This is an optimization exercise on Yosys and OpenROAD, whose aim is small area, a short achievable clock period and few clock cycles, not a production implementation. In this exercise RTL edits were held to simulation tests only and were not proved equivalent to the original. The clock port is modelled as an ideal driver; clocking choices that lean on that would not hold on a real chip. Power and IR drop assume default switching activity.

==> module top, before the edit <==
module top(
    input clk,
    input rst,
    input [7:0] in_data,
    input in_valid,
    input storage_reset,
    output [11:0] out_data,
    output out_valid,
    output in_rdy,
    output [1:0] err_data,
    output err_valid
);
reg  [7:0]  xq;
reg         vq;
reg  [24:0] S;
reg  [8:0]  N;
reg  [3:0]  st;         
reg         ov, rdy;
reg  [8:0]  Rd;
reg  [12:0] Rs;
reg  [11:0] F;
always @(posedge clk)
    xq <= in_data;
wire [24:0] Sn;
sqacc U1(.s(S), .x(vq ? xq : 8'd0), .sn(Sn));
wire [8:0]  Nn = N + {8'd0, vq};
wire idle  = (st == 4'd0);
wire rnd   = (st == 4'd13);
wire start = idle & vq & ~in_valid;
wire [3:0] st_next = idle ? {3'd0, start} : (rnd ? 4'd0 : st + 4'd1);
always @(posedge clk or posedge rst) begin
    if (rst) begin
        vq  <= 1'b0;
        S   <= 25'd0;
        N   <= 9'd0;
        st  <= 4'd0;
        ov  <= 1'b0;
        rdy <= 1'b0;
    end else begin
        vq  <= in_valid;
        S   <= storage_reset ? 25'd0 : Sn;
        N   <= storage_reset ? 9'd0 : Nn;
        st  <= st_next;
        ov  <= rnd;
        rdy <= ~in_valid & (idle ? ~vq : rnd);    
    end
end
reg [1:0] yb;
always @(*) begin
    case (st)
        4'd1: yb = S[15:14];
        4'd2: yb = S[13:12];
        4'd3: yb = S[11:10];
        4'd4: yb = S[9:8];
        4'd5: yb = S[7:6];
        4'd6: yb = S[5:4];
        4'd7: yb = S[3:2];
        4'd8: yb = S[1:0];
        default: yb = 2'b00;
    endcase
end
wire [8:0]  rd_out;
wire [12:0] rs_out;
wire        b;
sqrt U0(
    .rd_in  (Rd),
    .yb     (yb),
    .divisor(N),
    .zero_q (rnd),
    .rs_in  (Rs),
    .f_in   (F),
    .rd_out (rd_out),
    .rs_out (rs_out),
    .b      (b)
);
always @(posedge clk) begin
    Rd <= idle ? Sn[24:16] : rd_out;
    Rs <= idle ? 13'd0 : rs_out;
    F  <= idle ? 12'd0 : (rnd ? F + {11'd0, b} : {F[10:0], b});
end
assign out_data  = F;
assign out_valid = ov;
assign in_rdy    = rdy;
assign err_data  = 2'b00;
assign err_valid = 1'b0;
endmodule
export LEC_CHECK = 0
export CAP_MARGIN = 20
export CORE_MARGIN = 2
export CORE_UTILIZATION = 40
export SLEW_MARGIN = 20
create_clock -name core_clock -period 100.0 [get_ports {clk}]
standard.sh (not shown) runs the stock make flow with config.mk's settings and CLKGATE_MAP_FILE= SYNTH_SCRIPT=/design/flow/synth_recipe.tcl, a recipe that flattens the netlist after the stock synthesis.
==> flow/flow/run.sh <==
#!/bin/bash
# The standard layout (the standard.sh) with three changes:
#  1. after the standard synthesis, flow/fa_polarity.py flips full-adder
#     cells (all inputs and outputs complemented, same function) to remove
#     inverters; the result is used only if Yosys proves it equivalent to
#     the standard netlist (flow/fa_equiv.ys);
#  2. plain buf_1 cells as the port buffers;
#  3. a one-level clock tree built by flow/clock_tree.tcl before CTS
#     (4 clkbuf_16 driving the flip-flops) instead of TritonCTS's H-tree.
# Each tool's output goes to its own log file in this folder.
set -u
export FLOW_CLK_BUFS=4
export FLOW_CLK_CELL=sky130_fd_sc_hd__clkbuf_16
RES=orfs/results/sky130hd/top/base
bash standard.sh synth > synth.log 2>&1 || exit 1
cp $RES/1_2_yosys.v 1_2_yosys.std.v
if python3 flow/fa_polarity.py 1_2_yosys.std.v 1_2_yosys.fa.v > fa_polarity.log 2>&1 &&
   yosys -l fa_equiv.log -q flow/fa_equiv.ys > /dev/null 2>&1 &&
   grep -q "Equivalence successfully proven" fa_equiv.log; then
  echo "using the full-adder polarity netlist" >> fa_polarity.log
  cp 1_2_yosys.fa.v $RES/1_2_yosys.v
  rm -f $RES/1_synth.odb $RES/1_synth.sdc
else
  echo "keeping the standard netlist" >> fa_polarity.log
fi
bash standard.sh BUFFER_PORTS_ARGS="-buffer_cell sky130_fd_sc_hd__buf_1" \
  PRE_CTS_TCL="$PWD/flow/clock_tree.tcl" finish > standard.log 2>&1
Other scripts of this flow, unchanged in this note and not shown: flow/flow/clock_tree.tcl, flow/flow/fa_equiv.ys, flow/flow/fa_polarity.py
Testbench counts at the start, summed over its fixed seeds: cycles 9,702.
==> next run, changes <==
--- a/flow/design.v
+++ b/flow/design.v
@@ -54,9 +54,9 @@
     output [1:0] err_data,
     output err_valid
 );
 reg  [7:0]  xq;
-reg         vq;
+reg         vq, srq;
 reg  [24:0] S;
 reg  [8:0]  N;
 reg  [3:0]  st;         
 reg         ov, rdy;
@@ -65,29 +65,31 @@
 reg  [11:0] F;
 always @(posedge clk)
     xq <= in_data;
 wire [24:0] Sn;
-sqacc U1(.s(S), .x(vq ? xq : 8'd0), .sn(Sn));
-wire [8:0]  Nn = N + {8'd0, vq};
+sqacc U1(.s(srq ? 25'd0 : S), .x(vq ? xq : 8'd0), .sn(Sn));
+wire [8:0]  Nn = (srq ? 9'd0 : N) + {8'd0, vq};
 wire idle  = (st == 4'd0);
 wire rnd   = (st == 4'd13);
 wire start = idle & vq & ~in_valid;
 wire [3:0] st_next = idle ? {3'd0, start} : (rnd ? 4'd0 : st + 4'd1);
 always @(posedge clk or posedge rst) begin
     if (rst) begin
         vq  <= 1'b0;
+        srq <= 1'b0;
         S   <= 25'd0;
         N   <= 9'd0;
         st  <= 4'd0;
         ov  <= 1'b0;
-        rdy <= 1'b0;
+        rdy <= 1'b1;
     end else begin
         vq  <= in_valid;
-        S   <= storage_reset ? 25'd0 : Sn;
-        N   <= storage_reset ? 9'd0 : Nn;
+        srq <= storage_reset;
+        S   <= Sn;
+        N   <= Nn;
         st  <= st_next;
         ov  <= rnd;
-        rdy <= ~in_valid & (idle ? ~vq : rnd);    
+        rdy <= (st_next == 4'd0) & ~in_valid;
     end
 end
 reg [1:0] yb;
 always @(*) begin
The changed run finished with timing, DRC and antenna clean.
Sequential power went up by 4.6%.
Critical path depth does not change.
Hold slack loses 21 ps.
Fmax hardly moves.
Combinational power increases by 7.2%.
Testbench counts after the change, summed over its fixed seeds: cycles 9,702.

========
top, a different RTL version from the one above (not shown whole).
Size in the first run: roughly 470 cells after synthesis, about 29 I/O pins, roughly 0.0047 mm^2 of cells after synthesis.
==> module top, before the edit <==
module top(
    input clk,
    input rst,
    input [7:0] in_data,
    input in_valid,
    input storage_reset,
    output [11:0] out_data,
    output out_valid,
    output in_rdy,
    output [1:0] err_data,
    output err_valid
);
reg  [7:0]  xq;
reg         vq;
reg  [24:0] S;
reg  [8:0]  N;
reg  [3:0]  st;         
reg         ov, rdy;
reg  [8:0]  Rd;
reg  [12:0] Rs;
reg  [11:0] F;
always @(posedge clk)
    xq <= in_data;
wire [24:0] Sn;
sqacc U1(.s(S), .x(vq ? xq : 8'd0), .sn(Sn));
wire [8:0]  Nn = N + {8'd0, vq};
wire idle  = (st == 4'd0);
wire rnd   = (st == 4'd13);
wire start = idle & vq & ~in_valid;
wire [3:0] st_next = idle ? {3'd0, start} : (rnd ? 4'd0 : st + 4'd1);
always @(posedge clk or posedge rst) begin
    if (rst) begin
        vq  <= 1'b0;
        st  <= 4'd0;
        ov  <= 1'b0;
        rdy <= 1'b0;
    end else begin
        vq  <= in_valid;
        st  <= st_next;
        ov  <= rnd;
        rdy <= ~in_valid & (idle ? ~vq : rnd);    
    end
end
always @(posedge clk) begin
    S <= (rst | storage_reset) ? 25'd0 : Sn;
    N <= (rst | storage_reset) ? 9'd0 : Nn;
end
reg [1:0] yb;
always @(*) begin
    case (st)
        4'd1: yb = S[15:14];
        4'd2: yb = S[13:12];
        4'd3: yb = S[11:10];
        4'd4: yb = S[9:8];
        4'd5: yb = S[7:6];
        4'd6: yb = S[5:4];
        4'd7: yb = S[3:2];
        4'd8: yb = S[1:0];
        default: yb = 2'b00;
    endcase
end
wire [8:0]  rd_out;
wire [12:0] rs_out;
wire        b;
sqrt U0(
    .rd_in  (Rd),
    .yb     (yb),
    .divisor(N),
    .zero_q (rnd),
    .rs_in  (Rs),
    .f_in   (F),
    .rd_out (rd_out),
    .rs_out (rs_out),
    .b      (b)
);
always @(posedge clk) begin
    Rd <= idle ? Sn[24:16] : rd_out;
    Rs <= idle ? 13'd0 : rs_out;
    F  <= idle ? 12'd0 : (rnd ? F + {11'd0, b} : {F[10:0], b});
end
assign out_data  = F;
assign out_valid = ov;
assign in_rdy    = rdy;
assign err_data  = 2'b00;
assign err_valid = 1'b0;
endmodule
Settings: LEC_CHECK=0, CAP_MARGIN=20, CORE_MARGIN=2, CORE_UTILIZATION=40, SLEW_MARGIN=20; clock period 100.0 ns.
==> flow/flow/run.sh <==
#!/bin/bash
# The standard layout (the standard.sh) with these changes:
#  1. after the standard synthesis, flow/fa_polarity.py flips full-adder
#     cells (all inputs and outputs complemented, same function) to remove
#     inverters, and flow/remap.tcl re-maps the remaining combinational
#     logic for area with ABC's area mapper (flip-flops and adders kept).
#     A netlist is used only if Yosys proves it equivalent to the standard
#     netlist (flow/equiv.ys); otherwise the previous one is kept;
#  2. plain buf_1 cells as the port buffers;
#  3. a one-level clock tree built by flow/clock_tree.tcl before CTS
#     (4 clkbuf_16, each driving a quarter of the flip-flops) instead of
#     TritonCTS's H-tree.
# Each tool's output goes to its own log file in this folder.
set -u
export FLOW_CLK_CELL=sky130_fd_sc_hd__clkbuf_16
RES=orfs/results/sky130hd/top/base
bash standard.sh synth > synth.log 2>&1 || exit 1
cp $RES/1_2_yosys.v 1_2_yosys.std.v
use=1_2_yosys.std.v
proven() {  # proven NETLIST LOG
  cp "$1" gate.v
  yosys -l "$2" -q flow/equiv.ys > /dev/null 2>&1 && grep -q "Equivalence successfully proven" "$2"
}
if python3 flow/fa_polarity.py 1_2_yosys.std.v 1_2_yosys.fa.v > fa_polarity.log 2>&1 &&
   proven 1_2_yosys.fa.v equiv_fa.log; then
  use=1_2_yosys.fa.v
  if yosys -l remap.log -q -c flow/remap.tcl > /dev/null 2>&1 &&
     proven 1_2_yosys.remap.v equiv_remap.log; then
    use=1_2_yosys.remap.v
  fi
fi
echo "netlist used: $use" > netlist_used.log
if [ "$use" != 1_2_yosys.std.v ]; then
  cp $use $RES/1_2_yosys.v
  rm -f $RES/1_synth.odb $RES/1_synth.sdc
fi
bash standard.sh BUFFER_PORTS_ARGS="-buffer_cell sky130_fd_sc_hd__buf_1" \
  PRE_CTS_TCL="$PWD/flow/clock_tree.tcl" finish > standard.log 2>&1
Other scripts of this flow, unchanged in this note and not shown: flow/flow/clock_tree.tcl, flow/flow/equiv.ys, flow/flow/fa_polarity.py, flow/flow/remap.tcl
The starting point completed without violations.
Testbench counts at the start, summed over its fixed seeds: cycles 9,702.
==> next run, changes <==
--- a/flow/design.v
+++ b/flow/design.v
@@ -75,19 +75,19 @@
 always @(posedge clk or posedge rst) begin
     if (rst) begin
         vq  <= 1'b0;
+        S   <= 25'd0;
+        N   <= 9'd0;
         st  <= 4'd0;
         ov  <= 1'b0;
         rdy <= 1'b0;
     end else begin
         vq  <= in_valid;
+        S   <= storage_reset ? 25'd0 : Sn;
+        N   <= storage_reset ? 9'd0 : Nn;
         st  <= st_next;
         ov  <= rnd;
         rdy <= ~in_valid & (idle ? ~vq : rnd);    
     end
-end
-always @(posedge clk) begin
-    S <= (rst | storage_reset) ? 25'd0 : Sn;
-    N <= (rst | storage_reset) ? 9'd0 : Nn;
 end
 reg [1:0] yb;
 always @(*) begin
Maximum frequency goes up by 0.53%.
Area after synthesis goes up by 3.4%.
Wire length goes up by 1.7%.
Final area goes up by 3.7%.
Via count goes up by 1.5%.
Global-route usage goes up by 0.48 points.
Worst hold slack gets worse by 10 ps.
Utilization goes down by 0.25 points.
Synthesized cell count goes down by 1.1%.
Power goes up by 12%.
First-iteration DRC count goes down by 0.65%.
Testbench counts after the change, summed over its fixed seeds: cycles 9,702.

## what the ideal ports hide
The flow's constraints put no driver on any port. The routed layouts listed below were extracted and timed again, unchanged, in two steps.
Step 1, drivers: a clkbuf_16 drives clk and a buf_2 each remaining input, both assumed.
Step 2 adds t to the input delays and takes it off the output delays; t is the mean of the earliest and latest rising clock arrival at the registers after step 1. Input paths then give back, and output paths get back, about the clock's delay inside the block.
Three values: ideal ports, drivers, drivers and shift; two values: the first two.
run | t, ns | slack for setup (ns) | latest minus earliest clock arrival (ns) | slew at the worst register clock pin (ns) | pins driven straight from the clock port
the first run of note 1 | 0.228 | 79.133 / 79.055 / 79.255 | 0.053 / 0.053 | 0.12 / 0.12 | 4
the second run of note 1 | 0.238 | 79.145 / 79.059 / 79.076 | 0.027 / 0.026 | 0.10 / 0.10 | 4
the first run of note 2 | 0.232 | 79.087 / 79.086 / 78.916 | 0.005 / 0.005 | 0.09 / 0.09 | 4
the second run of note 2 | 0.231 | 79.197 / 79.117 / 79.176 | 0.007 / 0.007 | 0.09 / 0.09 | 4
After both steps every run listed still meets setup and hold. The setup slack of the first run of note 2, which loses most, moves by -0.001 ns with the drivers and by -0.171 ns with both steps. Setup slack includes reset recovery checks.
